What follows belongs to an exercise in optimizing a design on an open flow for small area, a short achievable clock period and few clock cycles per item; a production flow would make more cautious choices.
The RTL was checked by simulation tests, not by an equivalence proof against the original design.

Setup of P:
==> flow/design.v <==
module huffman(clk, reset, gray_valid, gray_data, CNT_valid, CNT1, CNT2, CNT3, CNT4, CNT5, CNT6,
    code_valid, HC1, HC2, HC3, HC4, HC5, HC6, M1, M2, M3, M4, M5, M6 );
input clk;
input reset;
input gray_valid;
input [7:0] gray_data;
output reg CNT_valid;
output [7:0] CNT1, CNT2, CNT3, CNT4, CNT5, CNT6;
output reg code_valid;
output [7:0] HC1, HC2, HC3, HC4, HC5, HC6;
output [7:0] M1, M2, M3, M4, M5, M6;
	reg [6:0] w [0:5];    
	reg [2:0] ptr [0:5];  
	reg [4:0] hc [0:5];
	reg [4:0] mk [0:5];   
	reg started;          
	reg act;              
	reg ph;               
	reg [4:1] fm;         
	assign CNT1 = {1'b0, w[5]};
	assign CNT2 = {1'b0, w[0]};
	assign CNT3 = {1'b0, w[1]};
	assign CNT4 = {1'b0, w[2]};
	assign CNT5 = {1'b0, w[3]};
	assign CNT6 = {1'b0, w[4]};
	assign HC1 = {3'b0, hc[0]};
	assign HC2 = {3'b0, hc[1]};
	assign HC3 = {3'b0, hc[2]};
	assign HC4 = {3'b0, hc[3]};
	assign HC5 = {3'b0, hc[4]};
	assign HC6 = {3'b0, hc[5]};
	assign M1 = {3'b0, mk[0][4:1], 1'b1};
	assign M2 = {3'b0, mk[1][4:1], 1'b1};
	assign M3 = {3'b0, mk[2][4:1], 1'b1};
	assign M4 = {3'b0, mk[3][4:1], 1'b1};
	assign M5 = {3'b0, mk[4][4:1], 1'b1};
	assign M6 = {3'b0, mk[5][4:1], 1'b1};
	wire detect = started && !gray_valid;
	wire sum = act && ph;
	wire ins = act && !ph;
	wire last = sum && w[2][6] && w[2][5] && w[2][4];
	function lt;
		input [6:0] a, b;
		integer n;
		begin
			lt = 1'b0;
			for (n = 0; n < 7; n = n + 1) lt = (a[n] == b[n]) ? lt : b[n];
		end
	endfunction
	wire [6:0] N = w[0];
	wire [5:1] l;
	genvar k;
	generate for (k = 1; k < 6; k = k + 1) begin : cmp
		assign l[k] = lt(w[k], N);
	end endgenerate
	wire [6:0] c = {1'b0, l[5], l[4:1] | fm, 1'b1};
	wire [6:1] mv = {sum, {5{act}} & (c[5:1] | {5{ph}})};
	wire [2:0] q = {c[4], c[2] & !c[4], (c[1] & !c[2]) | (c[3] & !c[4]) | c[5]};
	wire [6:0] ap = w[0] ^ w[1], ag = w[0] & w[1];
	wire [6:0] cy;
	assign cy[0] = 1'b0;
	assign cy[1] = ag[0];
	assign cy[2] = ag[1] | (ap[1] & ag[0]);
	wire g32 = ag[3] | (ap[3] & ag[2]), p32 = ap[3] & ap[2];
	wire g54 = ag[5] | (ap[5] & ag[4]), p54 = ap[5] & ap[4];
	assign cy[3] = ag[2] | (ap[2] & cy[2]);
	assign cy[4] = g32 | (p32 & cy[2]);
	assign cy[5] = ag[4] | (ap[4] & cy[4]);
	assign cy[6] = g54 | (p54 & cy[4]);
	wire [6:0] ws = ap ^ cy;
	always @(posedge clk or posedge reset) begin
		if (reset) begin
			started <= 0;
			act <= 0;
			ph <= 0;
			fm <= 4'b1111;
			CNT_valid <= 0;
			code_valid <= 0;
		end else begin
			started <= gray_valid || (started && !detect);
			CNT_valid <= detect;
			act <= detect || (act && !last);
			ph <= ins && !fm[1];
			if (ins) fm <= {1'b0, fm[4:2]};
			if (last) code_valid <= 1;
		end
	end
	wire [2:0] g = gray_data[2:0];
	wire [5:0] en = {gray_valid && g == 3'd6, gray_valid && g == 3'd5, gray_valid && g == 3'd4,
	                 gray_valid && g == 3'd3, gray_valid && g == 3'd2, gray_valid && g == 3'd1};
	wire [2:0] slot [0:5];
	assign slot[0] = 3'd5; assign slot[1] = 3'd0; assign slot[2] = 3'd1;
	assign slot[3] = 3'd2; assign slot[4] = 3'd3; assign slot[5] = 3'd4;
	genvar j;
	generate for (j = 0; j < 6; j = j + 1) begin : ent
		localparam integer s = (j == 5) ? 0 : j + 1;
		wire [6:0] up = (j < 5) ? w[j + 1] : 7'h7f;
		wire [6:0] ones;    
		assign ones[0] = 1'b1;
		genvar n;
		for (n = 1; n < 7; n = n + 1) begin : pre
			assign ones[n] = &w[j][n - 1:0];
		end
		wire [6:0] inc = w[j] ^ (ones & {7{en[s]}});
		always @(posedge clk or posedge reset) begin
			if (reset) w[j] <= 0;
			else if (en[s]) w[j] <= inc;
			else if (j == 0) begin
				if (sum) w[j] <= ws;
				else if (ins) w[j] <= c[1] ? up : N;
			end
			else if (mv[j + 1]) w[j] <= up;
			else if (mv[j]) w[j] <= N;
		end
	end endgenerate
	genvar i;
	generate for (i = 0; i < 6; i = i + 1) begin : sym
		wire [2:0] p = ptr[i];
		wire [2:0] pm1 = {p[2] & (p[1] | p[0]), p[1] ^ !p[0], !p[0]};  
		wire dec = sum | c[p];
		wire a = sum && p[2:1] == 2'd0;
		wire a0 = sum && p == 3'd0;
		always @(posedge clk or posedge reset) begin
			if (reset) begin
				ptr[i] <= slot[i];
				hc[i] <= 0;
				mk[i] <= 0;
			end else begin
				if (act) ptr[i] <= (p == 3'd0) ? (sum ? 3'd0 : q) : (dec ? pm1 : p);
				mk[i] <= mk[i] | ({5{a}} & {mk[i][3:0], 1'b1});
				hc[i] <= hc[i] | ({5{a0}} & {mk[i][3:0], 1'b1} & ~mk[i]);
			end
		end
	end endgenerate
endmodule
Settings: LEC_CHECK=0, CAP_MARGIN=20, CORE_MARGIN=2, CORE_UTILIZATION=40, SETUP_SLACK_MARGIN=2.0, SLEW_MARGIN=20; clock period 5.0 ns.
standard.sh (not shown) runs the stock make flow with config.mk's settings and CLKGATE_MAP_FILE= SYNTH_SCRIPT=/design/flow/synth_recipe.tcl, a recipe that flattens the netlist after the stock synthesis.
==> flow/flow/run.sh <==
#!/bin/bash
# The standard layout, with plain buffers on the ports instead of the
# resizer's default pick (a slow delay cell).
set -euo pipefail
export BUFFER_PORTS_ARGS="-buffer_cell sky130_fd_sc_hd__buf_2"
bash standard.sh > standard.log 2>&1
Testbench counts of P, summed over its fixed seeds: cycles 11,136, items 96.
For Q, these inputs were changed with respect to P:
Settings: SETUP_SLACK_MARGIN: 2.0 -> 2.6.
## What came out
Result: PASS for each of P and Q. Status: number of multi-input combinational cells in the layout parity (P, Q). The post-DP HPWL on Q is in line with that on P. Compared with P, in Q number of nets in the finished design went up by 9.9%, clock insertion delay at the later pin of the skew report barely changed, wire length went up by about 17%. For the register-to-register slack, Q came in 0.36 ns higher than P did.
Relative to Q, the following input files were edited for R:
Settings: SETUP_SLACK_MARGIN: 2.6 -> unset.
Results
- R packs its core looser than Q.
- Global-route usage delta for R relative to Q: 2.0 points lower
- Fraction of area in clock buffers and inverters came out higher on R than on Q.


Another version of the RTL of huffman (not shown whole).
Size in the first run: ~870 cells after synthesis, about 140 flip-flops, ~160 I/O pins.
## huffman
module huffman(clk, reset, gray_valid, gray_data, CNT_valid, CNT1, CNT2, CNT3, CNT4, CNT5, CNT6,
    code_valid, HC1, HC2, HC3, HC4, HC5, HC6, M1, M2, M3, M4, M5, M6 );
input clk;
input reset;
input gray_valid;
input [7:0] gray_data;
output reg CNT_valid;
output [7:0] CNT1, CNT2, CNT3, CNT4, CNT5, CNT6;
output reg code_valid;
output [7:0] HC1, HC2, HC3, HC4, HC5, HC6;
output [7:0] M1, M2, M3, M4, M5, M6;
	reg [6:0] w [0:5];    
	reg [2:0] ptr [0:5];  
	reg [4:0] hc [0:5];
	reg [4:0] mk [0:5];   
	reg started;          
	reg act;              
	reg ph;               
	reg [4:1] fm;         
	assign CNT1 = {1'b0, w[5]};
	assign CNT2 = {1'b0, w[0]};
	assign CNT3 = {1'b0, w[1]};
	assign CNT4 = {1'b0, w[2]};
	assign CNT5 = {1'b0, w[3]};
	assign CNT6 = {1'b0, w[4]};
	assign HC1 = {3'b0, hc[0]};
	assign HC2 = {3'b0, hc[1]};
	assign HC3 = {3'b0, hc[2]};
	assign HC4 = {3'b0, hc[3]};
	assign HC5 = {3'b0, hc[4]};
	assign HC6 = {3'b0, hc[5]};
	assign M1 = {3'b0, mk[0][4:1], 1'b1};
	assign M2 = {3'b0, mk[1][4:1], 1'b1};
	assign M3 = {3'b0, mk[2][4:1], 1'b1};
	assign M4 = {3'b0, mk[3][4:1], 1'b1};
	assign M5 = {3'b0, mk[4][4:1], 1'b1};
	assign M6 = {3'b0, mk[5][4:1], 1'b1};
	wire detect = started && !gray_valid;
	wire sum = act && ph;
	wire ins = act && !ph;
	wire last = sum && w[2][6] && w[2][5] && w[2][4];
	function lt;
		input [6:0] a, b;
		integer n;
		begin
  ...
clock: 5.0 ns
lec_check: 0
cap_margin: 20
core_margin: 2
core_utilization: 40
setup_slack_margin: 2.5
slew_margin: 20
Scripts as last shown in full above: flow/flow/run.sh
Testbench counts at the start, summed over its fixed seeds: cycles 11,136, items 96.
==> next run, changes <==
==> flow/flow/run.sh (replaced) <==
#!/bin/bash
# The standard layout, with plain buffers on the ports instead of the
# resizer's default pick (a slow delay cell), and a clock tree without the
# dummy balancing loads.
set -euo pipefail
export BUFFER_PORTS_ARGS="-buffer_cell sky130_fd_sc_hd__buf_2"
export CTS_ARGS="-sink_clustering_enable -repair_clock_nets -dont_use_dummy_load -buf_list {sky130_fd_sc_hd__clkbuf_4 sky130_fd_sc_hd__clkbuf_8}"
bash standard.sh > standard.log 2>&1
What happened: Utilization shrinks by 2.6 points. Non-clock buffer count shrinks by 6. Routed wire length shrinks by about 1.6%. Setup slack is better by 0.047 ns. Fmax grows by 1.9%. Register-to-register slack is better by 0.05 ns. Final cell count shrinks by about 1.7%.
==> next run, changes <==
==> flow/flow/run.sh (replaced) <==
#!/bin/bash
# The standard layout, with plain buffers on the ports instead of the
# resizer's default pick (a slow delay cell).
set -euo pipefail
export BUFFER_PORTS_ARGS="-buffer_cell sky130_fd_sc_hd__buf_2"
bash standard.sh > standard.log 2>&1
CTS_BUF_LIST = sky130_fd_sc_hd__clkbuf_4 sky130_fd_sc_hd__clkbuf_8   (was unset)
CTS_CLUSTER_DIAMETER = 60   (was unset)
CTS_CLUSTER_SIZE = 30   (was unset)
SETUP_SLACK_MARGIN = 2.8   (was 2.5)
The changed run passed the timing, DRC and antenna checks.
Routed wire length went up by 9.0%.
Non-clock buffer count went up by 54.
Count of clock-buffer cells in the layout went up by 4.
Sequential cell count stays the same.
Worst hold slack degrades by 0.0062 ns.
Utilization went up by 6.2 points.
Final area went up by 14%.
Worst setup slack improves by 0.051 ns.
Register-to-register slack improves by 0.05 ns.
==> next run, changes <==
CTS_BUF_LIST = unset   (was sky130_fd_sc_hd__clkbuf_4 sky130_fd_sc_hd__clkbuf_8)
CTS_CLUSTER_DIAMETER = unset   (was 60)
CTS_CLUSTER_SIZE = unset   (was 30)
SETUP_SLACK_MARGIN = 2.0   (was 2.8)
- synthesized area is unchanged
- fmax goes down by about a fifth
- register-to-register slack is worse by 0.43 ns
- setup slack loses 0.43 ns
- non-clock buffer count went down by 70
- critical path depth stays the same
- core utilization fell by 5.2 points
- cell area falls by roughly a tenth
==> next run, changes <==
CTS_BUF_LIST = sky130_fd_sc_hd__clkbuf_4 sky130_fd_sc_hd__clkbuf_8   (was unset)
CTS_CLUSTER_DIAMETER = 60   (was unset)
CTS_CLUSTER_SIZE = 30   (was unset)
SETUP_SLACK_MARGIN = 2.5   (was 2.0)
=>
- worst setup slack is better by 0.35 ns
- fmax climbs by 14%
- first-iteration DRC count came out higher by 5.3%
- sequential share of layout area went down by 0.39 points
- synthesized cell count is unchanged
- die area stays the same
- final area rises by 1.6%

-- static timing again, ports no longer ideal --
The results above use ideal ports. As a check the final layouts listed here were re-extracted and re-timed, cells and wires unchanged.
Step 1: set_driving_cell puts a clkbuf_16 on clk and a buf_2 on each other input, an assumption about the parent block.
Step 2, shift: input delay + t, output delay - t, t = (earliest + latest rising clock arrival at the registers) / 2. This alone moves slack from input paths to output paths.
Slacks: ideal / step 1 / step 2; pairs: ideal / step 1.
| run | t (ns) | setup WS [ns] | worst setup path at the end | worst slew at a driven data input, ns | cell pins on the clock port's net |
|---|---|---|---|---|---|
| P | 0.465 | 2.010 / 2.010 / 1.860 | input to register | 0.03 | 1 |
| Q | 0.470 | 2.369 / 2.369 / 2.178 | input to register | 0.03 | 1 |
| R | 0.460 | 1.559 / 1.559 / 1.559 | register to register | 0.03 | 1 |
| the first run of note 2 | 0.470 | 2.484 / 2.484 / 2.122 | input to register | 0.03 | 1 |
| the second run of note 2 | 0.487 | 2.530 / 2.530 / 2.133 | input to register | 0.03 | 1 |
| the third run of note 2 | 0.483 | 2.581 / 2.581 / 2.289 | input to register | 0.03 | 1 |
| the fourth run of note 2 | 0.472 | 2.152 / 2.152 / 1.965 | input to register | 0.03 | 1 |
| the fifth run of note 2 | 0.497 | 2.500 / 2.500 / 2.146 | input to register | 0.03 | 1 |
After both steps every run listed still meets setup and hold. The setup slack of the second run of note 2, which loses most, moves by 0.000 ns with the drivers and by -0.397 ns with both steps.
